What follows belongs to an exercise in optimizing a design on an open flow for small area, a short achievable clock period and few clock cycles; a production flow would make more cautious choices. No functional check of the RTL was part of this run.

$ cat design/flow/design.v
module geofence(clk, reset, X, Y, valid, is_inside);
input clk;
input reset;
input [9:0] X;
input [9:0] Y;
output reg valid;
output reg is_inside;
reg [3:0] t;
reg [9:0] px, py;            
reg [19:0] buf0, buf1, buf2;   
reg sx, sy;                  
reg [9:0] mx, my;            
reg lsx, lsy, rsx, rsy;
reg [9:0] lmx, lmy, rmx, rmy;
reg ins;
reg [3:0] hp;                
reg [3:0] qo;                
reg [12:0] ahx, ahy, bhx, bhy;   
reg aglo, aplo, bglo, bplo;
wire s0 = t == 4'd2 || t == 4'd3 || t == 4'd5 || t == 4'd7 || t == 4'd9 || t == 4'd11;
wire s2 = t == 4'd5 || t == 4'd7 || t == 4'd9 || t == 4'd11 || t == 4'd13;
wire [19:0] vin = (t == 4'd2 || t == 4'd7) ? buf0 : (t == 4'd3 || t == 4'd9) ? buf1 : buf2;
wire [10:0] dx = {1'b0, vin[19:10]} - {1'b0, px};
wire [10:0] dy = {1'b0, vin[9:0]} - {1'b0, py};
wire [9:0] ax = (dx[9:0] ^ {10{dx[10]}}) + {9'd0, dx[10]};
wire [9:0] ay = (dy[9:0] ^ {10{dy[10]}}) + {9'd0, dy[10]};
wire [3:0] side = {Y < py, Y > py, X < px, X > px};
wire early_out = |(hp & side);
wire [3:0] quad = {side[0] & side[3], side[1] & side[3], side[1] & side[2], side[0] & side[2]};
wire early_in = &(qo | quad);
wire zx = mx == 10'd0, zy = my == 10'd0;
wire zlx = lmx == 10'd0, zly = lmy == 10'd0;
wire zrx = rmx == 10'd0, zry = rmy == 10'd0;
wire [12:0] ahx_d, ahy_d;
wire aglo_d, aplo_d, a_le, a_dn;
xs1 ua1(.a(lmx), .b(my), .c(lmy), .d(mx), .hx(ahx_d), .hy(ahy_d), .glo(aglo_d), .plo(aplo_d));
xs2 ua2(.hx(ahx), .hy(ahy), .glo(aglo), .plo(aplo), .le(a_le), .lt(a_dn));
wire a_dz = a_le && !a_dn;
wire a_s1 = lsx ^ sy, a_s2 = lsy ^ sx;
wire a_nz = !(zlx || zy) || !(zly || zx);
wire an = (a_s1 == a_s2) ? (a_s1 ? !(a_dn || a_dz) : a_dn) : (a_s1 && a_nz);
wire az = (a_s1 == a_s2) ? a_dz : !a_nz;
wire ap = !an && !az;
wire [12:0] bhx_d, bhy_d;
wire bglo_d, bplo_d, b_le, b_dn;
xs1 ub1(.a(mx), .b(rmy), .c(my), .d(rmx), .hx(bhx_d), .hy(bhy_d), .glo(bglo_d), .plo(bplo_d));
xs2 ub2(.hx(bhx), .hy(bhy), .glo(bglo), .plo(bplo), .le(b_le), .lt(b_dn));
wire b_dz = b_le && !b_dn;
wire b_s1 = sx ^ rsy, b_s2 = sy ^ rsx;
wire b_nz = !(zx || zry) || !(zy || zrx);
wire bn = (b_s1 == b_s2) ? (b_s1 ? !(b_dn || b_dz) : b_dn) : (b_s1 && b_nz);
wire bz = (b_s1 == b_s2) ? b_dz : !b_nz;
wire bp = !bn && !bz;
wire opp = (!zx && (sx ^ lsx)) || (!zy && (sy ^ lsy));
wire hit = (zx && zy) || (an && (bn || bz)) || (az && bn) || (az && bz && opp);
wire early = t == 4'd6 && (ins || early_in || early_out);
wire last = s2 && t != 4'd5 && (ins || hit || t == 4'd13);
always @(posedge clk or posedge reset) begin
    if (reset) t <= 4'd0;
    else if (valid) t <= 4'd0;
    else t <= t + 4'd1;
end
always @(posedge clk) begin
    ahx <= ahx_d; ahy <= ahy_d; aglo <= aglo_d; aplo <= aplo_d;
    bhx <= bhx_d; bhy <= bhy_d; bglo <= bglo_d; bplo <= bplo_d;
    if (s0) begin
        sx <= dx[10]; mx <= ax;
        sy <= dy[10]; my <= ay;
    end
end
always @(posedge clk) begin
    if (t == 4'd0) begin
        px <= X;
        py <= Y;
    end
    if (t == 4'd1 || t == 4'd4) buf0 <= {X, Y};
    if (t == 4'd2 || t == 4'd5) buf1 <= {X, Y};
    if (t == 4'd3 || t == 4'd6) buf2 <= {X, Y};
    if (t == 4'd1) begin hp <= side; qo <= quad; end
    else if (t <= 4'd5) begin hp <= hp & side; qo <= qo | quad; end
    if (t == 4'd3) begin
        lsx <= sx; lmx <= mx; lsy <= sy; lmy <= my;
        rsx <= sx; rmx <= mx; rsy <= sy; rmy <= my;
        ins <= zx && zy;
    end else if (s2) begin
        if (hit) ins <= 1'b1;
        if (an && bp) begin lsx <= sx; lmx <= mx; lsy <= sy; lmy <= my; end
        if (ap && bn) begin rsx <= sx; rmx <= mx; rsy <= sy; rmy <= my; end
    end
end
always @(posedge clk or posedge reset) begin
    if (reset) begin
        valid <= 1'b0;
        is_inside <= 1'b0;
    end else begin
        valid <= !valid && (early || last);
        is_inside <= early ? (ins || early_in) : (ins || hit);
    end
end
endmodule
module xs1(input [9:0] a, input [9:0] b, input [9:0] c, input [9:0] d,
           output [12:0] hx, output [12:0] hy, output glo, output plo);
wire t1 = (a[0] & b[9]) ^ ~(c[0] & d[9]) ^ (a[1] & b[8]);
wire t2 = ((a[0] & b[9]) & ~(c[0] & d[9])) | ((a[0] & b[9]) & (a[1] & b[8])) | (~(c[0] & d[9]) & (a[1] & b[8]));
wire t3 = (a[1] & b[9]) ^ ~(c[1] & d[9]);
wire t4 = (a[1] & b[9]) & ~(c[1] & d[9]);
wire t5 = (a[0] & b[6]) ^ ~(c[0] & d[6]) ^ (a[1] & b[5]);
wire t6 = ((a[0] & b[6]) & ~(c[0] & d[6])) | ((a[0] & b[6]) & (a[1] & b[5])) | (~(c[0] & d[6]) & (a[1] & b[5]));
wire t7 = (a[0] & b[7]) ^ ~(c[0] & d[7]) ^ (a[1] & b[6]);
wire t8 = ((a[0] & b[7]) & ~(c[0] & d[7])) | ((a[0] & b[7]) & (a[1] & b[6])) | (~(c[0] & d[7]) & (a[1] & b[6]));
wire t9 = ~(c[1] & d[6]) ^ (a[2] & b[5]) ^ ~(c[2] & d[5]);
wire t10 = (~(c[1] & d[6]) & (a[2] & b[5])) | (~(c[1] & d[6]) & ~(c[2] & d[5])) | ((a[2] & b[5]) & ~(c[2] & d[5]));
wire t11 = (a[3] & b[4]) ^ ~(c[3] & d[4]);
wire t12 = (a[3] & b[4]) & ~(c[3] & d[4]);
wire t13 = (a[0] & b[8]) ^ ~(c[0] & d[8]) ^ (a[1] & b[7]);
wire t14 = ((a[0] & b[8]) & ~(c[0] & d[8])) | ((a[0] & b[8]) & (a[1] & b[7])) | (~(c[0] & d[8]) & (a[1] & b[7]));
wire t15 = ~(c[1] & d[7]) ^ (a[2] & b[6]) ^ ~(c[2] & d[6]);
wire t16 = (~(c[1] & d[7]) & (a[2] & b[6])) | (~(c[1] & d[7]) & ~(c[2] & d[6])) | ((a[2] & b[6]) & ~(c[2] & d[6]));
wire t17 = (a[3] & b[5]) ^ ~(c[3] & d[5]) ^ (a[4] & b[4]);
wire t18 = ((a[3] & b[5]) & ~(c[3] & d[5])) | ((a[3] & b[5]) & (a[4] & b[4])) | (~(c[3] & d[5]) & (a[4] & b[4]));
wire t19 = ~(c[4] & d[4]) ^ (a[5] & b[3]) ^ ~(c[5] & d[3]);
wire t20 = (~(c[4] & d[4]) & (a[5] & b[3])) | (~(c[4] & d[4]) & ~(c[5] & d[3])) | ((a[5] & b[3]) & ~(c[5] & d[3]));
wire t21 = (a[6] & b[2]) ^ ~(c[6] & d[2]);
wire t22 = (a[6] & b[2]) & ~(c[6] & d[2]);
wire t23 = ~(c[1] & d[8]) ^ (a[2] & b[7]) ^ ~(c[2] & d[7]);
wire t24 = (~(c[1] & d[8]) & (a[2] & b[7])) | (~(c[1] & d[8]) & ~(c[2] & d[7])) | ((a[2] & b[7]) & ~(c[2] & d[7]));
wire t25 = (a[3] & b[6]) ^ ~(c[3] & d[6]) ^ (a[4] & b[5]);
wire t26 = ((a[3] & b[6]) & ~(c[3] & d[6])) | ((a[3] & b[6]) & (a[4] & b[5])) | (~(c[3] & d[6]) & (a[4] & b[5]));
wire t27 = ~(c[4] & d[5]) ^ (a[5] & b[4]) ^ ~(c[5] & d[4]);
wire t28 = (~(c[4] & d[5]) & (a[5] & b[4])) | (~(c[4] & d[5]) & ~(c[5] & d[4])) | ((a[5] & b[4]) & ~(c[5] & d[4]));
wire t29 = (a[6] & b[3]) ^ ~(c[6] & d[3]) ^ (a[7] & b[2]);
wire t30 = ((a[6] & b[3]) & ~(c[6] & d[3])) | ((a[6] & b[3]) & (a[7] & b[2])) | (~(c[6] & d[3]) & (a[7] & b[2]));
wire t31 = ~(c[7] & d[2]) ^ (a[8] & b[1]) ^ ~(c[8] & d[1]);
wire t32 = (~(c[7] & d[2]) & (a[8] & b[1])) | (~(c[7] & d[2]) & ~(c[8] & d[1])) | ((a[8] & b[1]) & ~(c[8] & d[1]));
wire t33 = (a[9] & b[0]) ^ ~(c[9] & d[0]);
wire t34 = (a[9] & b[0]) & ~(c[9] & d[0]);
wire t35 = (a[2] & b[8]) ^ ~(c[2] & d[8]) ^ (a[3] & b[7]);
wire t36 = ((a[2] & b[8]) & ~(c[2] & d[8])) | ((a[2] & b[8]) & (a[3] & b[7])) | (~(c[2] & d[8]) & (a[3] & b[7]));
wire t37 = ~(c[3] & d[7]) ^ (a[4] & b[6]) ^ ~(c[4] & d[6]);
wire t38 = (~(c[3] & d[7]) & (a[4] & b[6])) | (~(c[3] & d[7]) & ~(c[4] & d[6])) | ((a[4] & b[6]) & ~(c[4] & d[6]));
wire t39 = (a[5] & b[5]) ^ ~(c[5] & d[5]) ^ (a[6] & b[4]);
wire t40 = ((a[5] & b[5]) & ~(c[5] & d[5])) | ((a[5] & b[5]) & (a[6] & b[4])) | (~(c[5] & d[5]) & (a[6] & b[4]));
wire t41 = ~(c[6] & d[4]) ^ (a[7] & b[3]) ^ ~(c[7] & d[3]);
wire t42 = (~(c[6] & d[4]) & (a[7] & b[3])) | (~(c[6] & d[4]) & ~(c[7] & d[3])) | ((a[7] & b[3]) & ~(c[7] & d[3]));
wire t43 = (a[8] & b[2]) ^ ~(c[8] & d[2]) ^ (a[9] & b[1]);
wire t44 = ((a[8] & b[2]) & ~(c[8] & d[2])) | ((a[8] & b[2]) & (a[9] & b[1])) | (~(c[8] & d[2]) & (a[9] & b[1]));
wire t45 = ~(c[9] & d[1]) ^ 1'b1 ^ t2;
wire t46 = (~(c[9] & d[1]) & 1'b1) | (~(c[9] & d[1]) & t2) | (1'b1 & t2);
wire t47 = (a[2] & b[9]) ^ ~(c[2] & d[9]) ^ (a[3] & b[8]);
wire t48 = ((a[2] & b[9]) & ~(c[2] & d[9])) | ((a[2] & b[9]) & (a[3] & b[8])) | (~(c[2] & d[9]) & (a[3] & b[8]));
wire t49 = ~(c[3] & d[8]) ^ (a[4] & b[7]) ^ ~(c[4] & d[7]);
wire t50 = (~(c[3] & d[8]) & (a[4] & b[7])) | (~(c[3] & d[8]) & ~(c[4] & d[7])) | ((a[4] & b[7]) & ~(c[4] & d[7]));
wire t51 = (a[5] & b[6]) ^ ~(c[5] & d[6]) ^ (a[6] & b[5]);
wire t52 = ((a[5] & b[6]) & ~(c[5] & d[6])) | ((a[5] & b[6]) & (a[6] & b[5])) | (~(c[5] & d[6]) & (a[6] & b[5]));
wire t53 = ~(c[6] & d[5]) ^ (a[7] & b[4]) ^ ~(c[7] & d[4]);
wire t54 = (~(c[6] & d[5]) & (a[7] & b[4])) | (~(c[6] & d[5]) & ~(c[7] & d[4])) | ((a[7] & b[4]) & ~(c[7] & d[4]));
wire t55 = (a[8] & b[3]) ^ ~(c[8] & d[3]) ^ (a[9] & b[2]);
wire t56 = ((a[8] & b[3]) & ~(c[8] & d[3])) | ((a[8] & b[3]) & (a[9] & b[2])) | (~(c[8] & d[3]) & (a[9] & b[2]));
wire t57 = (a[3] & b[9]) ^ ~(c[3] & d[9]) ^ (a[4] & b[8]);
wire t58 = ((a[3] & b[9]) & ~(c[3] & d[9])) | ((a[3] & b[9]) & (a[4] & b[8])) | (~(c[3] & d[9]) & (a[4] & b[8]));
wire t59 = ~(c[4] & d[8]) ^ (a[5] & b[7]) ^ ~(c[5] & d[7]);
wire t60 = (~(c[4] & d[8]) & (a[5] & b[7])) | (~(c[4] & d[8]) & ~(c[5] & d[7])) | ((a[5] & b[7]) & ~(c[5] & d[7]));
wire t61 = (a[6] & b[6]) ^ ~(c[6] & d[6]) ^ (a[7] & b[5]);
wire t62 = ((a[6] & b[6]) & ~(c[6] & d[6])) | ((a[6] & b[6]) & (a[7] & b[5])) | (~(c[6] & d[6]) & (a[7] & b[5]));
wire t63 = (a[4] & b[9]) ^ ~(c[4] & d[9]) ^ (a[5] & b[8]);
wire t64 = ((a[4] & b[9]) & ~(c[4] & d[9])) | ((a[4] & b[9]) & (a[5] & b[8])) | (~(c[4] & d[9]) & (a[5] & b[8]));
wire t65 = (a[0] & b[4]) ^ ~(c[0] & d[4]) ^ (a[1] & b[3]);
wire t66 = ((a[0] & b[4]) & ~(c[0] & d[4])) | ((a[0] & b[4]) & (a[1] & b[3])) | (~(c[0] & d[4]) & (a[1] & b[3]));
wire t67 = (a[0] & b[5]) ^ ~(c[0] & d[5]) ^ (a[1] & b[4]);
wire t68 = ((a[0] & b[5]) & ~(c[0] & d[5])) | ((a[0] & b[5]) & (a[1] & b[4])) | (~(c[0] & d[5]) & (a[1] & b[4]));
wire t69 = ~(c[1] & d[4]) ^ (a[2] & b[3]) ^ ~(c[2] & d[3]);
wire t70 = (~(c[1] & d[4]) & (a[2] & b[3])) | (~(c[1] & d[4]) & ~(c[2] & d[3])) | ((a[2] & b[3]) & ~(c[2] & d[3]));
wire t71 = (a[3] & b[2]) ^ ~(c[3] & d[2]);
wire t72 = (a[3] & b[2]) & ~(c[3] & d[2]);
wire t73 = ~(c[1] & d[5]) ^ (a[2] & b[4]) ^ ~(c[2] & d[4]);
wire t74 = (~(c[1] & d[5]) & (a[2] & b[4])) | (~(c[1] & d[5]) & ~(c[2] & d[4])) | ((a[2] & b[4]) & ~(c[2] & d[4]));
wire t75 = (a[3] & b[3]) ^ ~(c[3] & d[3]) ^ (a[4] & b[2]);
wire t76 = ((a[3] & b[3]) & ~(c[3] & d[3])) | ((a[3] & b[3]) & (a[4] & b[2])) | (~(c[3] & d[3]) & (a[4] & b[2]));
wire t77 = ~(c[4] & d[2]) ^ (a[5] & b[1]) ^ ~(c[5] & d[1]);
wire t78 = (~(c[4] & d[2]) & (a[5] & b[1])) | (~(c[4] & d[2]) & ~(c[5] & d[1])) | ((a[5] & b[1]) & ~(c[5] & d[1]));
wire t79 = (a[6] & b[0]) ^ ~(c[6] & d[0]);
wire t80 = (a[6] & b[0]) & ~(c[6] & d[0]);
wire t81 = (a[4] & b[3]) ^ ~(c[4] & d[3]) ^ (a[5] & b[2]);
wire t82 = ((a[4] & b[3]) & ~(c[4] & d[3])) | ((a[4] & b[3]) & (a[5] & b[2])) | (~(c[4] & d[3]) & (a[5] & b[2]));
wire t83 = ~(c[5] & d[2]) ^ (a[6] & b[1]) ^ ~(c[6] & d[1]);
wire t84 = (~(c[5] & d[2]) & (a[6] & b[1])) | (~(c[5] & d[2]) & ~(c[6] & d[1])) | ((a[6] & b[1]) & ~(c[6] & d[1]));
wire t85 = (a[7] & b[0]) ^ ~(c[7] & d[0]) ^ 1'b1;
wire t86 = ((a[7] & b[0]) & ~(c[7] & d[0])) | ((a[7] & b[0]) & 1'b1) | (~(c[7] & d[0]) & 1'b1);
wire t87 = t6 ^ t7 ^ t9;
wire t88 = (t6 & t7) | (t6 & t9) | (t7 & t9);
wire t89 = (a[7] & b[1]) ^ ~(c[7] & d[1]) ^ (a[8] & b[0]);
wire t90 = ((a[7] & b[1]) & ~(c[7] & d[1])) | ((a[7] & b[1]) & (a[8] & b[0])) | (~(c[7] & d[1]) & (a[8] & b[0]));
wire t91 = ~(c[8] & d[0]) ^ 1'b1 ^ t8;
wire t92 = (~(c[8] & d[0]) & 1'b1) | (~(c[8] & d[0]) & t8) | (1'b1 & t8);
wire t93 = t10 ^ t12 ^ t13;
wire t94 = (t10 & t12) | (t10 & t13) | (t12 & t13);
wire t95 = t15 ^ t17 ^ t19;
wire t96 = (t15 & t17) | (t15 & t19) | (t17 & t19);
wire t97 = 1'b1 ^ t1 ^ t14;
wire t98 = (1'b1 & t1) | (1'b1 & t14) | (t1 & t14);
wire t99 = t16 ^ t18 ^ t20;
wire t100 = (t16 & t18) | (t16 & t20) | (t18 & t20);
wire t101 = t22 ^ t23 ^ t25;
wire t102 = (t22 & t23) | (t22 & t25) | (t23 & t25);
wire t103 = t27 ^ t29 ^ t31;
wire t104 = (t27 & t29) | (t27 & t31) | (t29 & t31);
wire t105 = t3 ^ t24 ^ t26;
wire t106 = (t3 & t24) | (t3 & t26) | (t24 & t26);
wire t107 = t28 ^ t30 ^ t32;
wire t108 = (t28 & t30) | (t28 & t32) | (t30 & t32);
wire t109 = t34 ^ t35 ^ t37;
wire t110 = (t34 & t35) | (t34 & t37) | (t35 & t37);
wire t111 = t39 ^ t41 ^ t43;
wire t112 = (t39 & t41) | (t39 & t43) | (t41 & t43);
wire t113 = ~(c[9] & d[2]) ^ t4 ^ t36;
wire t114 = (~(c[9] & d[2]) & t4) | (~(c[9] & d[2]) & t36) | (t4 & t36);
wire t115 = t38 ^ t40 ^ t42;
wire t116 = (t38 & t40) | (t38 & t42) | (t40 & t42);
wire t117 = t44 ^ t46 ^ t47;
wire t118 = (t44 & t46) | (t44 & t47) | (t46 & t47);
wire t119 = t49 ^ t51 ^ t53;
wire t120 = (t49 & t51) | (t49 & t53) | (t51 & t53);
wire t121 = ~(c[7] & d[5]) ^ (a[8] & b[4]) ^ ~(c[8] & d[4]);
wire t122 = (~(c[7] & d[5]) & (a[8] & b[4])) | (~(c[7] & d[5]) & ~(c[8] & d[4])) | ((a[8] & b[4]) & ~(c[8] & d[4]));
wire t123 = (a[9] & b[3]) ^ ~(c[9] & d[3]) ^ t48;
wire t124 = ((a[9] & b[3]) & ~(c[9] & d[3])) | ((a[9] & b[3]) & t48) | (~(c[9] & d[3]) & t48);
wire t125 = t50 ^ t52 ^ t54;
wire t126 = (t50 & t52) | (t50 & t54) | (t52 & t54);
wire t127 = t56 ^ t57 ^ t59;
wire t128 = (t56 & t57) | (t56 & t59) | (t57 & t59);
wire t129 = ~(c[5] & d[8]) ^ (a[6] & b[7]) ^ ~(c[6] & d[7]);
wire t130 = (~(c[5] & d[8]) & (a[6] & b[7])) | (~(c[5] & d[8]) & ~(c[6] & d[7])) | ((a[6] & b[7]) & ~(c[6] & d[7]));
wire t131 = (a[7] & b[6]) ^ ~(c[7] & d[6]) ^ (a[8] & b[5]);
wire t132 = ((a[7] & b[6]) & ~(c[7] & d[6])) | ((a[7] & b[6]) & (a[8] & b[5])) | (~(c[7] & d[6]) & (a[8] & b[5]));
wire t133 = ~(c[8] & d[5]) ^ (a[9] & b[4]) ^ ~(c[9] & d[4]);
wire t134 = (~(c[8] & d[5]) & (a[9] & b[4])) | (~(c[8] & d[5]) & ~(c[9] & d[4])) | ((a[9] & b[4]) & ~(c[9] & d[4]));
wire t135 = t58 ^ t60 ^ t62;
wire t136 = (t58 & t60) | (t58 & t62) | (t60 & t62);
wire t137 = (a[5] & b[9]) ^ ~(c[5] & d[9]) ^ (a[6] & b[8]);
wire t138 = ((a[5] & b[9]) & ~(c[5] & d[9])) | ((a[5] & b[9]) & (a[6] & b[8])) | (~(c[5] & d[9]) & (a[6] & b[8]));
wire t139 = ~(c[6] & d[8]) ^ (a[7] & b[7]) ^ ~(c[7] & d[7]);
wire t140 = (~(c[6] & d[8]) & (a[7] & b[7])) | (~(c[6] & d[8]) & ~(c[7] & d[7])) | ((a[7] & b[7]) & ~(c[7] & d[7]));
wire t141 = (a[8] & b[6]) ^ ~(c[8] & d[6]) ^ (a[9] & b[5]);
wire t142 = ((a[8] & b[6]) & ~(c[8] & d[6])) | ((a[8] & b[6]) & (a[9] & b[5])) | (~(c[8] & d[6]) & (a[9] & b[5]));
wire t143 = (a[6] & b[9]) ^ ~(c[6] & d[9]) ^ (a[7] & b[8]);
wire t144 = ((a[6] & b[9]) & ~(c[6] & d[9])) | ((a[6] & b[9]) & (a[7] & b[8])) | (~(c[6] & d[9]) & (a[7] & b[8]));
wire t145 = (a[0] & b[2]) ^ ~(c[0] & d[2]);
wire t146 = (a[0] & b[2]) & ~(c[0] & d[2]);
wire t147 = (a[0] & b[3]) ^ ~(c[0] & d[3]) ^ (a[1] & b[2]);
wire t148 = ((a[0] & b[3]) & ~(c[0] & d[3])) | ((a[0] & b[3]) & (a[1] & b[2])) | (~(c[0] & d[3]) & (a[1] & b[2]));
wire t149 = ~(c[1] & d[2]) ^ (a[2] & b[1]) ^ ~(c[2] & d[1]);
wire t150 = (~(c[1] & d[2]) & (a[2] & b[1])) | (~(c[1] & d[2]) & ~(c[2] & d[1])) | ((a[2] & b[1]) & ~(c[2] & d[1]));
wire t151 = ~(c[1] & d[3]) ^ (a[2] & b[2]) ^ ~(c[2] & d[2]);
wire t152 = (~(c[1] & d[3]) & (a[2] & b[2])) | (~(c[1] & d[3]) & ~(c[2] & d[2])) | ((a[2] & b[2]) & ~(c[2] & d[2]));
wire t153 = (a[3] & b[1]) ^ ~(c[3] & d[1]) ^ (a[4] & b[0]);
wire t154 = ((a[3] & b[1]) & ~(c[3] & d[1])) | ((a[3] & b[1]) & (a[4] & b[0])) | (~(c[3] & d[1]) & (a[4] & b[0]));
wire t155 = ~(c[4] & d[0]) ^ 1'b1;
wire t156 = ~(c[4] & d[0]) & 1'b1;
wire t157 = (a[4] & b[1]) ^ ~(c[4] & d[1]) ^ (a[5] & b[0]);
wire t158 = ((a[4] & b[1]) & ~(c[4] & d[1])) | ((a[4] & b[1]) & (a[5] & b[0])) | (~(c[4] & d[1]) & (a[5] & b[0]));
wire t159 = ~(c[5] & d[0]) ^ 1'b1 ^ t66;
wire t160 = (~(c[5] & d[0]) & 1'b1) | (~(c[5] & d[0]) & t66) | (1'b1 & t66);
wire t161 = t67 ^ t69 ^ t71;
wire t162 = (t67 & t69) | (t67 & t71) | (t69 & t71);
wire t163 = 1'b1 ^ t5 ^ t68;
wire t164 = (1'b1 & t5) | (1'b1 & t68) | (t5 & t68);
wire t165 = t70 ^ t72 ^ t73;
wire t166 = (t70 & t72) | (t70 & t73) | (t72 & t73);
wire t167 = t75 ^ t77 ^ t79;
wire t168 = (t75 & t77) | (t75 & t79) | (t77 & t79);
wire t169 = t11 ^ t74 ^ t76;
wire t170 = (t11 & t74) | (t11 & t76) | (t74 & t76);
wire t171 = t78 ^ t80 ^ t81;
wire t172 = (t78 & t80) | (t78 & t81) | (t80 & t81);
wire t173 = t83 ^ t85 ^ t87;
wire t174 = (t83 & t85) | (t83 & t87) | (t85 & t87);
wire t175 = t21 ^ t82 ^ t84;
wire t176 = (t21 & t82) | (t21 & t84) | (t82 & t84);
wire t177 = t86 ^ t88 ^ t89;
wire t178 = (t86 & t88) | (t86 & t89) | (t88 & t89);
wire t179 = t91 ^ t93 ^ t95;
wire t180 = (t91 & t93) | (t91 & t95) | (t93 & t95);
wire t181 = t33 ^ t90 ^ t92;
wire t182 = (t33 & t90) | (t33 & t92) | (t90 & t92);
wire t183 = t94 ^ t96 ^ t97;
wire t184 = (t94 & t96) | (t94 & t97) | (t96 & t97);
wire t185 = t99 ^ t101 ^ t103;
wire t186 = (t99 & t101) | (t99 & t103) | (t101 & t103);
wire t187 = t45 ^ t98 ^ t100;
wire t188 = (t45 & t98) | (t45 & t100) | (t98 & t100);
wire t189 = t102 ^ t104 ^ t105;
wire t190 = (t102 & t104) | (t102 & t105) | (t104 & t105);
wire t191 = t107 ^ t109 ^ t111;
wire t192 = (t107 & t109) | (t107 & t111) | (t109 & t111);
wire t193 = t55 ^ t106 ^ t108;
wire t194 = (t55 & t106) | (t55 & t108) | (t106 & t108);
wire t195 = t110 ^ t112 ^ t113;
wire t196 = (t110 & t112) | (t110 & t113) | (t112 & t113);
wire t197 = t115 ^ t117 ^ t119;
wire t198 = (t115 & t117) | (t115 & t119) | (t117 & t119);
wire t199 = t61 ^ t114 ^ t116;
wire t200 = (t61 & t114) | (t61 & t116) | (t114 & t116);
wire t201 = t118 ^ t120 ^ t121;
wire t202 = (t118 & t120) | (t118 & t121) | (t120 & t121);
wire t203 = t123 ^ t125 ^ t127;
wire t204 = (t123 & t125) | (t123 & t127) | (t125 & t127);
wire t205 = t63 ^ t122 ^ t124;
wire t206 = (t63 & t122) | (t63 & t124) | (t122 & t124);
wire t207 = t126 ^ t128 ^ t129;
wire t208 = (t126 & t128) | (t126 & t129) | (t128 & t129);
wire t209 = t131 ^ t133 ^ t135;
wire t210 = (t131 & t133) | (t131 & t135) | (t133 & t135);
wire t211 = ~(c[9] & d[5]) ^ t64 ^ t130;
wire t212 = (~(c[9] & d[5]) & t64) | (~(c[9] & d[5]) & t130) | (t64 & t130);
wire t213 = t132 ^ t134 ^ t136;
wire t214 = (t132 & t134) | (t132 & t136) | (t134 & t136);
wire t215 = t137 ^ t139 ^ t141;
wire t216 = (t137 & t139) | (t137 & t141) | (t139 & t141);
wire t217 = ~(c[7] & d[8]) ^ (a[8] & b[7]) ^ ~(c[8] & d[7]);
wire t218 = (~(c[7] & d[8]) & (a[8] & b[7])) | (~(c[7] & d[8]) & ~(c[8] & d[7])) | ((a[8] & b[7]) & ~(c[8] & d[7]));
wire t219 = (a[9] & b[6]) ^ ~(c[9] & d[6]) ^ t138;
wire t220 = ((a[9] & b[6]) & ~(c[9] & d[6])) | ((a[9] & b[6]) & t138) | (~(c[9] & d[6]) & t138);
wire t221 = t140 ^ t142 ^ t143;
wire t222 = (t140 & t142) | (t140 & t143) | (t142 & t143);
wire t223 = (a[7] & b[9]) ^ ~(c[7] & d[9]) ^ (a[8] & b[8]);
wire t224 = ((a[7] & b[9]) & ~(c[7] & d[9])) | ((a[7] & b[9]) & (a[8] & b[8])) | (~(c[7] & d[9]) & (a[8] & b[8]));
wire t225 = ~(c[8] & d[8]) ^ (a[9] & b[7]) ^ ~(c[9] & d[7]);
wire t226 = (~(c[8] & d[8]) & (a[9] & b[7])) | (~(c[8] & d[8]) & ~(c[9] & d[7])) | ((a[9] & b[7]) & ~(c[9] & d[7]));
wire t227 = (a[0] & b[1]) ^ ~(c[0] & d[1]);
wire t228 = (a[0] & b[1]) & ~(c[0] & d[1]);
wire t229 = (a[1] & b[1]) ^ ~(c[1] & d[1]) ^ (a[2] & b[0]);
wire t230 = ((a[1] & b[1]) & ~(c[1] & d[1])) | ((a[1] & b[1]) & (a[2] & b[0])) | (~(c[1] & d[1]) & (a[2] & b[0]));
wire t231 = ~(c[2] & d[0]) ^ 1'b1;
wire t232 = ~(c[2] & d[0]) & 1'b1;
wire t233 = (a[3] & b[0]) ^ ~(c[3] & d[0]) ^ 1'b1;
wire t234 = ((a[3] & b[0]) & ~(c[3] & d[0])) | ((a[3] & b[0]) & 1'b1) | (~(c[3] & d[0]) & 1'b1);
wire t235 = t146 ^ t147 ^ t149;
wire t236 = (t146 & t147) | (t146 & t149) | (t147 & t149);
wire t237 = t65 ^ t148 ^ t150;
wire t238 = (t65 & t148) | (t65 & t150) | (t148 & t150);
wire t239 = t151 ^ t153 ^ t155;
wire t240 = (t151 & t153) | (t151 & t155) | (t153 & t155);
wire t241 = t152 ^ t154 ^ t156;
wire t242 = (t152 & t154) | (t152 & t156) | (t154 & t156);
wire t243 = t157 ^ t159 ^ t161;
wire t244 = (t157 & t159) | (t157 & t161) | (t159 & t161);
wire t245 = t158 ^ t160 ^ t162;
wire t246 = (t158 & t160) | (t158 & t162) | (t160 & t162);
wire t247 = t163 ^ t165 ^ t167;
wire t248 = (t163 & t165) | (t163 & t167) | (t165 & t167);
wire t249 = t164 ^ t166 ^ t168;
wire t250 = (t164 & t166) | (t164 & t168) | (t166 & t168);
wire t251 = t169 ^ t171 ^ t173;
wire t252 = (t169 & t171) | (t169 & t173) | (t171 & t173);
wire t253 = t170 ^ t172 ^ t174;
wire t254 = (t170 & t172) | (t170 & t174) | (t172 & t174);
wire t255 = t175 ^ t177 ^ t179;
wire t256 = (t175 & t177) | (t175 & t179) | (t177 & t179);
wire t257 = t176 ^ t178 ^ t180;
wire t258 = (t176 & t178) | (t176 & t180) | (t178 & t180);
wire t259 = t181 ^ t183 ^ t185;
wire t260 = (t181 & t183) | (t181 & t185) | (t183 & t185);
wire t261 = t182 ^ t184 ^ t186;
wire t262 = (t182 & t184) | (t182 & t186) | (t184 & t186);
wire t263 = t187 ^ t189 ^ t191;
wire t264 = (t187 & t189) | (t187 & t191) | (t189 & t191);
wire t265 = t188 ^ t190 ^ t192;
wire t266 = (t188 & t190) | (t188 & t192) | (t190 & t192);
wire t267 = t193 ^ t195 ^ t197;
wire t268 = (t193 & t195) | (t193 & t197) | (t195 & t197);
wire t269 = t194 ^ t196 ^ t198;
wire t270 = (t194 & t196) | (t194 & t198) | (t196 & t198);
wire t271 = t199 ^ t201 ^ t203;
wire t272 = (t199 & t201) | (t199 & t203) | (t201 & t203);
wire t273 = t200 ^ t202 ^ t204;
wire t274 = (t200 & t202) | (t200 & t204) | (t202 & t204);
wire t275 = t205 ^ t207 ^ t209;
wire t276 = (t205 & t207) | (t205 & t209) | (t207 & t209);
wire t277 = t206 ^ t208 ^ t210;
wire t278 = (t206 & t208) | (t206 & t210) | (t208 & t210);
wire t279 = t211 ^ t213 ^ t215;
wire t280 = (t211 & t213) | (t211 & t215) | (t213 & t215);
wire t281 = t212 ^ t214 ^ t216;
wire t282 = (t212 & t214) | (t212 & t216) | (t214 & t216);
wire t283 = t217 ^ t219 ^ t221;
wire t284 = (t217 & t219) | (t217 & t221) | (t219 & t221);
wire t285 = t144 ^ t218 ^ t220;
wire t286 = (t144 & t218) | (t144 & t220) | (t218 & t220);
wire t287 = t222 ^ t223 ^ t225;
wire t288 = (t222 & t223) | (t222 & t225) | (t223 & t225);
wire t289 = (a[8] & b[9]) ^ ~(c[8] & d[9]) ^ (a[9] & b[8]);
wire t290 = ((a[8] & b[9]) & ~(c[8] & d[9])) | ((a[8] & b[9]) & (a[9] & b[8])) | (~(c[8] & d[9]) & (a[9] & b[8]));
wire t291 = ~(c[9] & d[8]) ^ t224 ^ t226;
wire t292 = (~(c[9] & d[8]) & t224) | (~(c[9] & d[8]) & t226) | (t224 & t226);
wire t293 = (a[1] & b[0]) ^ ~(c[1] & d[0]);
wire t294 = (a[1] & b[0]) & ~(c[1] & d[0]);
wire t295 = t145 ^ t228 ^ t229;
wire t296 = (t145 & t228) | (t145 & t229) | (t228 & t229);
wire t297 = t230 ^ t232 ^ t233;
wire t298 = (t230 & t232) | (t230 & t233) | (t232 & t233);
wire t299 = t234 ^ t236 ^ t237;
wire t300 = (t234 & t236) | (t234 & t237) | (t236 & t237);
wire t301 = t238 ^ t240 ^ t241;
wire t302 = (t238 & t240) | (t238 & t241) | (t240 & t241);
wire t303 = t242 ^ t244 ^ t245;
wire t304 = (t242 & t244) | (t242 & t245) | (t244 & t245);
wire t305 = t246 ^ t248 ^ t249;
wire t306 = (t246 & t248) | (t246 & t249) | (t248 & t249);
wire t307 = t250 ^ t252 ^ t253;
wire t308 = (t250 & t252) | (t250 & t253) | (t252 & t253);
wire t309 = t254 ^ t256 ^ t257;
wire t310 = (t254 & t256) | (t254 & t257) | (t256 & t257);
wire t311 = t258 ^ t260 ^ t261;
wire t312 = (t258 & t260) | (t258 & t261) | (t260 & t261);
wire t313 = t262 ^ t264 ^ t265;
wire t314 = (t262 & t264) | (t262 & t265) | (t264 & t265);
wire t315 = t266 ^ t268 ^ t269;
wire t316 = (t266 & t268) | (t266 & t269) | (t268 & t269);
wire t317 = t270 ^ t272 ^ t273;
wire t318 = (t270 & t272) | (t270 & t273) | (t272 & t273);
wire t319 = t274 ^ t276 ^ t277;
wire t320 = (t274 & t276) | (t274 & t277) | (t276 & t277);
wire t321 = t278 ^ t280 ^ t281;
wire t322 = (t278 & t280) | (t278 & t281) | (t280 & t281);
wire t323 = t282 ^ t284 ^ t285;
wire t324 = (t282 & t284) | (t282 & t285) | (t284 & t285);
wire t325 = t286 ^ t288 ^ t289;
wire t326 = (t286 & t288) | (t286 & t289) | (t288 & t289);
wire t327 = (a[9] & b[9]) ^ ~(c[9] & d[9]) ^ t290;
wire t328 = ((a[9] & b[9]) & ~(c[9] & d[9])) | ((a[9] & b[9]) & t290) | (~(c[9] & d[9]) & t290);
wire t329 = 1'b1 ^ t227;
wire t330 = 1'b1 & t227;
wire t331 = t231 ^ t294 ^ t295;
wire t332 = (t231 & t294) | (t231 & t295) | (t294 & t295);
wire t333 = t235 ^ t296 ^ t297;
wire t334 = (t235 & t296) | (t235 & t297) | (t296 & t297);
wire t335 = t239 ^ t298 ^ t299;
wire t336 = (t239 & t298) | (t239 & t299) | (t298 & t299);
wire t337 = t243 ^ t300 ^ t301;
wire t338 = (t243 & t300) | (t243 & t301) | (t300 & t301);
wire t339 = t247 ^ t302 ^ t303;
wire t340 = (t247 & t302) | (t247 & t303) | (t302 & t303);
wire t341 = t251 ^ t304 ^ t305;
wire t342 = (t251 & t304) | (t251 & t305) | (t304 & t305);
wire t343 = t255 ^ t306 ^ t307;
wire t344 = (t255 & t306) | (t255 & t307) | (t306 & t307);
wire t345 = t259 ^ t308 ^ t309;
wire t346 = (t259 & t308) | (t259 & t309) | (t308 & t309);
wire t347 = t263 ^ t310 ^ t311;
wire t348 = (t263 & t310) | (t263 & t311) | (t310 & t311);
wire t349 = t267 ^ t312 ^ t313;
wire t350 = (t267 & t312) | (t267 & t313) | (t312 & t313);
wire t351 = t271 ^ t314 ^ t315;
wire t352 = (t271 & t314) | (t271 & t315) | (t314 & t315);
wire t353 = t275 ^ t316 ^ t317;
wire t354 = (t275 & t316) | (t275 & t317) | (t316 & t317);
wire t355 = t279 ^ t318 ^ t319;
wire t356 = (t279 & t318) | (t279 & t319) | (t318 & t319);
wire t357 = t283 ^ t320 ^ t321;
wire t358 = (t283 & t320) | (t283 & t321) | (t320 & t321);
wire t359 = t287 ^ t322 ^ t323;
wire t360 = (t287 & t322) | (t287 & t323) | (t322 & t323);
wire t361 = t291 ^ t324 ^ t325;
wire t362 = (t291 & t324) | (t291 & t325) | (t324 & t325);
wire t363 = t292 ^ t326 ^ t327;
wire t364 = (t292 & t326) | (t292 & t327) | (t326 & t327);
wire [20:0] x = {1'b1, t328, t362, t360, t358, t356, t354, t352, t350, t348, t346, t344, t342, t340, t338, t336, t334, t332, t330, t293, (a[0] & b[0])};
wire [20:0] y = {1'b0, t364, t363, t361, t359, t357, t355, t353, t351, t349, t347, t345, t343, t341, t339, t337, t335, t333, t331, t329, ~(c[0] & d[0])};
assign hx = x[20:8];
assign hy = y[20:8];
wire [7:0] g = x[7:0] & y[7:0];
wire [7:0] p = x[7:0] | y[7:0];
wire lG1 = g[1] | (p[1] & g[0]);
wire lP1 = p[1] & p[0];
wire lG2 = g[3] | (p[3] & g[2]);
wire lP2 = p[3] & p[2];
wire lG3 = lG2 | (lP2 & lG1);
wire lP3 = lP2 & lP1;
wire lG4 = g[5] | (p[5] & g[4]);
wire lP4 = p[5] & p[4];
wire lG5 = g[7] | (p[7] & g[6]);
wire lP5 = p[7] & p[6];
wire lG6 = lG5 | (lP5 & lG4);
wire lP6 = lP5 & lP4;
wire lG7 = lG6 | (lP6 & lG3);
wire lP7 = lP6 & lP3;
assign glo = lG7;
assign plo = lP7;
endmodule
module xs2(input [12:0] hx, input [12:0] hy, input glo, input plo, output le, output lt);
wire [11:0] g = hx[11:0] & hy[11:0];
wire [11:0] p = hx[11:0] | hy[11:0];
wire hG1 = g[2] | (p[2] & g[1]);
wire hP1 = p[2] & p[1];
wire hG2 = hG1 | (hP1 & g[0]);
wire hP2 = hP1 & p[0];
wire hG3 = g[5] | (p[5] & g[4]);
wire hP3 = p[5] & p[4];
wire hG4 = hG3 | (hP3 & g[3]);
wire hP4 = hP3 & p[3];
wire hG5 = hG4 | (hP4 & hG2);
wire hP5 = hP4 & hP2;
wire hG6 = g[8] | (p[8] & g[7]);
wire hP6 = p[8] & p[7];
wire hG7 = hG6 | (hP6 & g[6]);
wire hP7 = hP6 & p[6];
wire hG8 = g[11] | (p[11] & g[10]);
wire hP8 = p[11] & p[10];
wire hG9 = hG8 | (hP8 & g[9]);
wire hP9 = hP8 & p[9];
wire hG10 = hG9 | (hP9 & hG7);
wire hP10 = hP9 & hP7;
wire hG11 = hG10 | (hP10 & hG5);
wire hP11 = hP10 & hP5;
wire top = hx[12] ^ hy[12];
wire gall = hG11 | (hP11 & glo);
wire pall = hP11 & plo;
assign le = top ^ gall;
assign lt = top ^ (gall | pall);
endmodule
$ cat design/flow/flow/run.sh
#!/bin/bash
# The standard layout, with one extra step between synthesis and floorplan:
# invopt.py removes the inverters that Yosys's full-adder extraction leaves between
# adders (see invopt.py). Each tool's output goes to a log of its own.
set -euo pipefail
R=orfs/results/$FLOW_PLATFORM/geofence/base
LIB=$FLOW_HOME/platforms/$FLOW_PLATFORM/lib/sky130_fd_sc_hd__tt_025C_1v80.lib
bash standard.sh synth > synth.log 2>&1
cp $R/1_2_yosys.v 1_2_yosys.synth.v
python3 flow/invopt.py $LIB 1_2_yosys.synth.v 1_2_yosys.invopt.v > invopt.log 2>&1
cp 1_2_yosys.invopt.v $R/1_2_yosys.v
bash standard.sh SETUP_SLACK_MARGIN=8 "CTS_ARGS=-sink_clustering_enable -repair_clock_nets -buf_list {sky130_fd_sc_hd__clkbuf_4 sky130_fd_sc_hd__clkbuf_8} -sink_clustering_size 20 -sink_clustering_max_diameter 60 -dont_use_dummy_load" finish > layout.log 2>&1
$ cat design/flow/flow/invopt.py
#!/usr/bin/env python3
"""Polarity clean-up of a mapped sky130hd netlist (Yosys write_verilog output).

Yosys's extract_fa maps many full adders in inverted form (inverted inputs and outputs),
which leaves inverters between adders. A full adder is self-dual: FA(~a,~b,~c) gives
(~sum, ~cout). This script removes every inverter, then picks for each full adder whether
to use it inverted, and for some single-output gates whether to swap them for their
complement (and2 <-> nand2, ...), so that as few inverters as possible are needed; it
then adds one inverter per signal whose complement is still needed. The function of the
netlist and its registers are unchanged.

usage: invopt.py lib in.v out.v"""
import re, sys, random

lib_path, src, dst = sys.argv[1:4]
P = "sky130_fd_sc_hd__"

# cell areas and pin directions from the liberty file
areas, pins, cur, curpin = {}, {}, None, None
for line in open(lib_path):
    m = re.match(r'\s*cell \("(\w+)"\)', line)
    if m:
        cur = m.group(1); pins[cur] = {}; continue
    m = re.match(r'\s*area\s*:\s*([0-9.]+)', line)
    if m and cur and cur not in areas:
        areas[cur] = float(m.group(1))
    m = re.match(r'\s*pin \("(\w+)"\)', line)
    if m and cur:
        curpin = m.group(1); continue
    m = re.match(r'\s*direction\s*:\s*"?(\w+)"?', line)
    if m and cur and curpin:
        pins[cur][curpin] = m.group(1); curpin = None

PAIRS = [("and2", "nand2"), ("or2", "nor2"), ("xor2", "xnor2"), ("and3", "nand3"),
         ("or3", "nor3"), ("and4", "nand4"), ("or4", "nor4"), ("a21o", "a21oi"),
         ("o21a", "o21ai"), ("a22o", "a22oi"), ("o22a", "o22ai"), ("a211o", "a211oi"),
         ("o211a", "o211ai"), ("a31o", "a31oi"), ("o31a", "o31ai"), ("xor3", "xnor3"),
         ("buf", "inv"), ("clkbuf", "inv"), ("a221o", "a221oi"), ("o221a", "o221ai"),
         ("a41o", "a41oi"), ("o41a", "o41ai"), ("a32o", "a32oi"), ("o32a", "o32ai"),
         ("mux2", "mux2i")]
COMP = {}
for a, b, d in [(a, b, d) for a, b in PAIRS for d in ("_4", "_2", "_1")] + \
        [(b, a, d) for a, b in PAIRS for d in ("_4", "_2", "_1")]:
    x, y = P + a + d, P + b + "_1"
    if a == "inv":
        continue
    if x in pins and y in pins:
        ix = sorted(p for p, d in pins[x].items() if d == "input")
        iy = sorted(p for p, d in pins[y].items() if d == "input")
        ox = [p for p, d in pins[x].items() if d == "output"]
        oy = [p for p, d in pins[y].items() if d == "output"]
        if ix == iy and len(ox) == 1 and len(oy) == 1:
            COMP[x] = (y, ox[0], oy[0])
INV = re.compile(P + r"(inv|clkinv)_\d+$")
FA = P + "fa_1"
HA = P + "ha_1"

text = open(src).read()
mod = re.search(r"module\s+(\w+)\s*\((.*?)\);(.*)endmodule", text, re.S)
body = mod.group(3)
outputs = set()
for m in re.finditer(r"^\s*output\s+(\[[^\]]*\]\s*)?(\w+)\s*;", body, re.M):
    outputs.add(m.group(2))
inputs = set()
for m in re.finditer(r"^\s*input\s+(\[[^\]]*\]\s*)?(\w+)\s*;", body, re.M):
    inputs.add(m.group(2))

cell_re = re.compile(r"^\s*(" + P + r"\w+)\s+(\S+)\s*\((.*?)\);", re.M | re.S)
pin_re = re.compile(r"\.(\w+)\(\s*(.*?)\s*\)\s*(?:,|$)", re.S)
cells = []
for m in cell_re.finditer(body):
    t, name, conns = m.group(1), m.group(2), m.group(3)
    pc = [(p, n.strip()) for p, n in pin_re.findall(conns)]
    cells.append([t, name, pc])
if re.search(r"^\s*assign\s", body, re.M):
    sys.exit("netlist has assign statements")
other = cell_re.sub("", body)

def is_out(t, p):
    return pins[t].get(p) == "output"

# nets driven by inverters: net -> input net
inv_of = {}
for t, name, pc in cells:
    if INV.match(t):
        d = dict(pc); inv_of[d["Y"]] = d["A"]
def base(n):
    pol = 0
    while n in inv_of:
        n = inv_of[n]; pol ^= 1
    return n, pol

for o in outputs:
    if base(o)[1] or o in inv_of:
        sys.exit("output port driven by an inverter")

# variables: full adders (flip all pins) and complementable gates (flip the output)
var_of_cell = {}
driver_var = {}   # base net -> var index (its physical polarity)
nvar = 0
ctype = []
for i, (t, name, pc) in enumerate(cells):
    if INV.match(t):
        continue
    if t == FA or t in COMP or t == HA:
        var_of_cell[i] = nvar; ctype.append(t); nvar += 1
        if t != HA:
            for p, n in pc:
                if is_out(t, p):
                    driver_var[n] = var_of_cell[i]
val = [0] * nvar

# loads: (cell index, pin, base net, literal polarity, var of load or None)
loads = {}
for i, (t, name, pc) in enumerate(cells):
    if INV.match(t):
        continue
    for p, n in pc:
        if is_out(t, p):
            continue
        b, pol = base(n)
        v = var_of_cell[i] if t in (FA, HA) else None
        loads.setdefault(b, []).append((i, p, pol, v))
for o in outputs:
    loads.setdefault(o, []).append((None, o, 0, None))

sig_of_var = {}
for b in loads:
    if b in driver_var:
        sig_of_var.setdefault(driver_var[b], []).append(b)
for_var_loads = {}
for b, ls in loads.items():
    for (i, p, pol, v) in ls:
        if v is not None:
            for_var_loads.setdefault(v, set()).add(b)

inv_area = areas[P + "inv_1"]
def sig_cost(b):
    ph = val[driver_var[b]] if b in driver_var else 0
    need = False
    for (i, p, pol, v) in loads[b]:
        req = pol ^ (val[v] if v is not None else 0)
        if req != ph:
            need = True; break
    return inv_area if need else 0.0
def var_cost(v):
    t = ctype[v]
    if t == FA:
        return 0.0
    if t == HA:
        return (areas[P + "xor2_1"] + areas[P + "nor2_1"]) if val[v] else areas[t]
    return areas[COMP[t][0]] if val[v] else areas[t]
def touched(v):
    s = set(sig_of_var.get(v, [])) | for_var_loads.get(v, set())
    return s

total = sum(sig_cost(b) for b in loads) + sum(var_cost(v) for v in range(nvar))
start = total + inv_area * 0
orig = sum(areas[t] for t, n, pc in cells if INV.match(t) or t == FA or t in COMP)
order = list(range(nvar))
rng = random.Random(1)
def delta(v):
    ss = touched(v)
    before = sum(sig_cost(b) for b in ss) + var_cost(v)
    val[v] ^= 1
    after = sum(sig_cost(b) for b in ss) + var_cost(v)
    val[v] ^= 1
    return after - before
def descend():
    global total
    improved = True
    while improved:
        improved = False
        rng.shuffle(order)
        for v in order:
            d = delta(v)
            if d < -1e-9 or (d < 1e-9 and rng.random() < 0.3):
                val[v] ^= 1; total += d
                if d < -1e-9:
                    improved = True
descend()
best, best_val = total, list(val)
# simulated annealing over single flips, then a final descent from the best state
import math, os
steps = int(os.environ.get("SA_STEPS", "3000000"))
t0, t1 = 3.0, 0.05
for it in range(steps):
    T = t0 * (t1 / t0) ** (it / steps)
    v = rng.randrange(nvar)
    d = delta(v)
    if d < 1e-9 or rng.random() < math.exp(-d / T):
        val[v] ^= 1
        total += d
        if total < best - 1e-9:
            best, best_val = total, list(val)
val[:] = best_val
total = best
descend()
# rewrite
def W(n):
    return n + " " if n.startswith("\\") else n
new_cells = []
inv_net = {}
k = 0
for b in sorted(loads):
    ph = val[driver_var[b]] if b in driver_var else 0
    for (i, p, pol, v) in loads[b]:
        req = pol ^ (val[v] if v is not None else 0)
        if req != ph and b not in inv_net:
            k += 1
            inv_net[b] = f"invopt_{k}"
            new_cells.append(f"  {P}inv_1 invopt_c{k} (\n    .A({W(b)}),\n    .Y({inv_net[b]})\n  );")
conn = {}
for b, ls in loads.items():
    ph = val[driver_var[b]] if b in driver_var else 0
    for (i, p, pol, v) in ls:
        req = pol ^ (val[v] if v is not None else 0)
        net = b if req == ph else inv_net[b]
        if i is None:
            if net != p:
                sys.exit("output port polarity")
            continue
        conn[(i, p)] = net
conn = {k: W(n) for k, n in conn.items()}
out_cells = []
for i, (t, name, pc) in enumerate(cells):
    if INV.match(t):
        continue
    if t == HA and val[var_of_cell[i]]:
        d = dict(pc)
        a, b = conn[(i, "A")], conn[(i, "B")]
        if "SUM" in d:
            out_cells.append(f"  {P}xor2_1 {name}_s (\n    .A({a}),\n    .B({b}),\n    .X({W(d['SUM'])})\n  );")
        if "COUT" in d:
            out_cells.append(f"  {P}nor2_1 {name}_c (\n    .A({a}),\n    .B({b}),\n    .Y({W(d['COUT'])})\n  );")
        continue
    nt = t
    opin = {}
    if i in var_of_cell and t != FA and val[var_of_cell[i]]:
        nt, po, pn = COMP[t]
        opin[po] = pn
    items = []
    for p, n in pc:
        if is_out(t, p):
            items.append(f"    .{opin.get(p, p)}({W(n)})")
        else:
            items.append(f"    .{p}({conn[(i, p)]})")
    out_cells.append(f"  {nt} {name} (\n" + ",\n".join(items) + "\n  );")
decl = "\n".join(f"  wire {inv_net[b]};" for b in sorted(inv_net, key=lambda b: inv_net[b]))
newbody = other.rstrip() + "\n" + decl + "\n" + "\n".join(out_cells + new_cells) + "\n"
out = text[:mod.start(3)] + newbody + text[mod.end(3):]
open(dst, "w").write(out)
ninv0 = sum(1 for t, n, pc in cells if INV.match(t))
nflip = sum(1 for v in range(nvar) if val[v] and ctype[v] in (FA, HA))
ncomp = sum(1 for v in range(nvar) if val[v] and ctype[v] != FA)
sys.stderr.write(f"invopt: inverters {ninv0} -> {k}, adders flipped {nflip}, gates swapped {ncomp}, "
                 f"area of touched cells {orig:.1f} -> {total:.1f}\n")
$ cat design/flow/standard.sh
#!/bin/bash
# synth_recipe.tcl (not shown) runs the flow's synth.tcl, then flattens the netlist and writes it again
# the make line also repeats each setting of config.mk as NAME=value (left out here)
make -C /OpenROAD-flow-scripts/flow DESIGN_CONFIG=/design/flow/config.mk WORK_HOME=/design/flow/orfs CLKGATE_MAP_FILE= SYNTH_SCRIPT=/design/flow/synth_recipe.tcl "${@:-finish}"
$ cat design/flow/config.mk
export PLATFORM = sky130hd
export DESIGN_NAME = geofence
export DESIGN_NICKNAME = geofence
export VERILOG_FILES = /design/flow/design.v
export SDC_FILE = /design/flow/constraint.sdc
export NUM_CORES = 4
export LEC_CHECK = 0
export CAP_MARGIN = 20
export CORE_MARGIN = 2
export CORE_UTILIZATION = 40
export CTS_BUF_LIST = sky130_fd_sc_hd__clkbuf_4 sky130_fd_sc_hd__clkbuf_8
export CTS_CLUSTER_DIAMETER = 60
export CTS_CLUSTER_SIZE = 20
export PLACE_DENSITY = 0.6
export SETUP_SLACK_MARGIN = 5
export SLEW_MARGIN = 20
$ cat design/flow/constraint.sdc
create_clock -name core_clock -period 12.0 [get_ports {clk}]
set_input_delay 2.4000 -clock core_clock [delete_from_list [all_inputs] [get_ports {clk}]]
set_output_delay 2.4000 -clock core_clock [all_outputs]
set_load 0.01 [all_outputs]
==> summary.txt <==
==> worst reg2reg max path, stage by stage (launching register included) <==
cell and delay, ns:
dfrtp_2 0.47, ha_4 0.18, inv_4 0.05, inv_2 0.03, mux2i_2 0.16, nor2_2 0.08, buf_12 0.15, buf_6 0.11
mux2i_1 0.11, o21ai_1 0.22, ha_1 0.32, nor2b_4 0.14, o21a_1 0.21, o21ai_2 0.20, a21oi_2 0.11, a211oi_4 0.34
inv_2 0.09, nor2_2 0.12, ha_2 0.22, and4_1 0.23, nand3_1 0.09, o21ai_1 0.14, xnor2_1 0.10
==> timing repair <==
item / 4_1_cts / 5_1_grt
resized for setup: 114 / 191
setup buffers: 72 / 75
pin swaps: 43 / 135
endpoints found under the setup margin: 37 / 61
cloned: 7 / 6
hold endpoints to repair: 0 / 0
==> per-layer routing <==
metal	vias up	GRT usage (%)	wire [um]
met5	-	0	0
met1	6789	26.7	21000
li1	5820	-	-
met4	0	6.39	1860
met2	535	34.2	25000
met3	119	3.95	4220
==> worst min path at each step <==
stage,slack [ns],from,end,cells after the start
after floorplan,0.49,mx[5]$_DFFE_PP_,lmx[5]$_DFFE_PP_,0
after global placement,0.55,ins$_SDFFCE_PP1P_,is_inside$_DFF_PP0_,2
after detailed placement,0.55,hp[3]$_DFFE_PP_,hp[3]$_DFFE_PP_,1
after CTS,0.56,hp[3]$_DFFE_PP_,hp[3]$_DFFE_PP_,1
after global routing,0.56,hp[3]$_DFFE_PP_,hp[3]$_DFFE_PP_,1
final,0.56,hp[3]$_DFFE_PP_,hp[3]$_DFFE_PP_,1
==> flip-flops by register name (all words and copies together) (netlist names), 4 cells and up <==
| name | cells |
|---|---|
| buf2 | 20 |
| ahy | 12 |
| t | 4 |
| lmx | 10 |
| ahx | 12 |
| rmx | 10 |
| buf0 | 20 |
| hp | 4 |
| px | 10 |
| buf1 | 20 |
| py | 10 |
| qo | 4 |
| bhy | 12 |
| lmy | 10 |
| bhx | 12 |
| my | 10 |
| rmy | 10 |
| mx | 10 |
==> cell type report <==
| type | instances | area share, % |
|---|---|---|
| Sequential cell | 213 | 25.8 |
| Clock buffer | 23 | 1.40 |
| Inverter | 87 | 1.47 |
| Timing Repair Buffer | 210 | 9.77 |
| Tap cell | 607 | 3.35 |
| Multi-Input combinational cell | 1290 | 58.2 |
==> through the flow <==
step | hold slack [ns] | std cells | setup slack (ns) | utilization [%]
after global placement | 0.548 | 2247 | 6.59 | 42.7
after floorplan | 0.487 | 1679 | 7.46 | -
final | 0.555 | 2430 | 7.67 | 48.6
after global routing | 0.563 | 2430 | 7.65 | 48.6
after detailed placement | 0.546 | 2247 | 6.58 | 42.7
after CTS | 0.560 | 2349 | 7.81 | 45.7
==> reports/qor.csv <==
metric;value;unit
layout_commonest_cell;fa_1;
slew-limit-headroom;31.6;%
die-area;49100;um2
diodes;0;
r2r_start;t[0]$_DFF_PP0_;
cpPeakStageDelay;0.45;ns
start_util;40.6;%
crit_path_end;valid$_DFF_PP0_;
fin_tns_setup;0;ns
status;no timing/DRC/antenna violations;
io_buffers;23;
post-route-drc-count;0;
cp.arrival;4.80;ns
final_nets;2233;
startpoint;X[4];
slew_violations;0;
layout-drive-gt1-share;22.1;%
setup_viol;0;
fillCellCount;4174;
crit_path_start_kind;input pin;
num_rows;79;
finalWirelength;52.1;mm
avgSynthCellArea;11.3;um2
track_usage;20.4;%
cts.htree.levels;1;
cts_buffers;23;
clk_path_buf_depth;3;
cp.depth;10;
clkLatencyLatePin;0.60;ns
grt_pass1_wl;78.1;mm
grt_pass1_vias;13800;
path_clk_slew;0.07;ns
hpwlAfterDp;32.5;mm
max_clock_freq;231;MHz
hold_class;reg2reg;
ff2ff_path_depth;22;
fin_worst_skew;0.0825;ns
ant_nets;0;
core_area;46700;um2
cts_sinks;213;
crit_buf_inv;2;
mostFrequentLayoutCells;fa_1 (266), nand2_1 (250), and2_1 (193);
cts_hold_buf;0;
min_period;4.33;ns
slowest_stage;o41a_1;
period_share;36.1;%
routed_via_density;5.46;
area_growth;19.8;%
clock_tree.root_cell;clkbuf_8;
syn_inst;1679;
worst_slew_pin_slew;1.02;ns
wl_per_cell;21.4;um
crit_chain;buf_8, ha_4, and3_4, a221o_1, a2111oi_4, buf_4, o31ai_2, o41a_1, a311oi_2, o32ai_2;
design_area;22700;um2
syn_area;18900;um2
rr_endpoint;mx[8]$_DFFE_PP_;
hold_violations;0;
chipHeight;222;um
rsz0062_at_grt;yes;
worst_setup_path_end_kind;register;
ys_warn_count;1;
io_pins;24;
path_delay_family;compound AO/OA/AOI/OAI gates;
crit_fanout;3;
cts_tree;built;
max-cap-violations;0;
antenna_found_initial;0;
vias;13300;
syn_nets;2087;
dpl-instance-area;19900;um2
cp.required;12.46;ns
worstSetupPathType;in2reg;
dr.pass1.iters;5;
die_w;222;um
gr-total-overflow;0;
place.gp.congestion;0.836;
drt_iter0_markers;997;
multi_input_area;13200;um2
grt_max_degree;25;
seqCellArea;5850;um2
rrSetupSlack;7.89;ns

afterwards: timing with drivers on the ports:
How much do the figures lean on ideal ports? The routed layout below was timed once more, with nothing changed but the port constraints. Step 1, drivers: a clkbuf_16 drives clk and a buf_2 each remaining input, both assumed. Step 2 adds t to the input delays and takes it off the output delays; t is the mean of the earliest and latest rising clock arrival at the registers after step 1. Input paths then give back, and output paths get back, about the clock's delay inside the block. Slacks: ideal ports / drivers / drivers and shift; pairs: ideal ports / drivers.
shift t [ns]: 0.623
slack for setup (ns): 7.668 / 7.680 / 7.058
hold WS [ns]: 0.555 / 0.555 / 0.555
slew at the worst register clock pin (ns): 0.11 / 0.11
pins driven straight from the clock port: 1
After both steps this run still meets setup and hold. For this run, drivers alone change the setup slack by +0.012 ns; drivers and shift together by -0.610 ns.
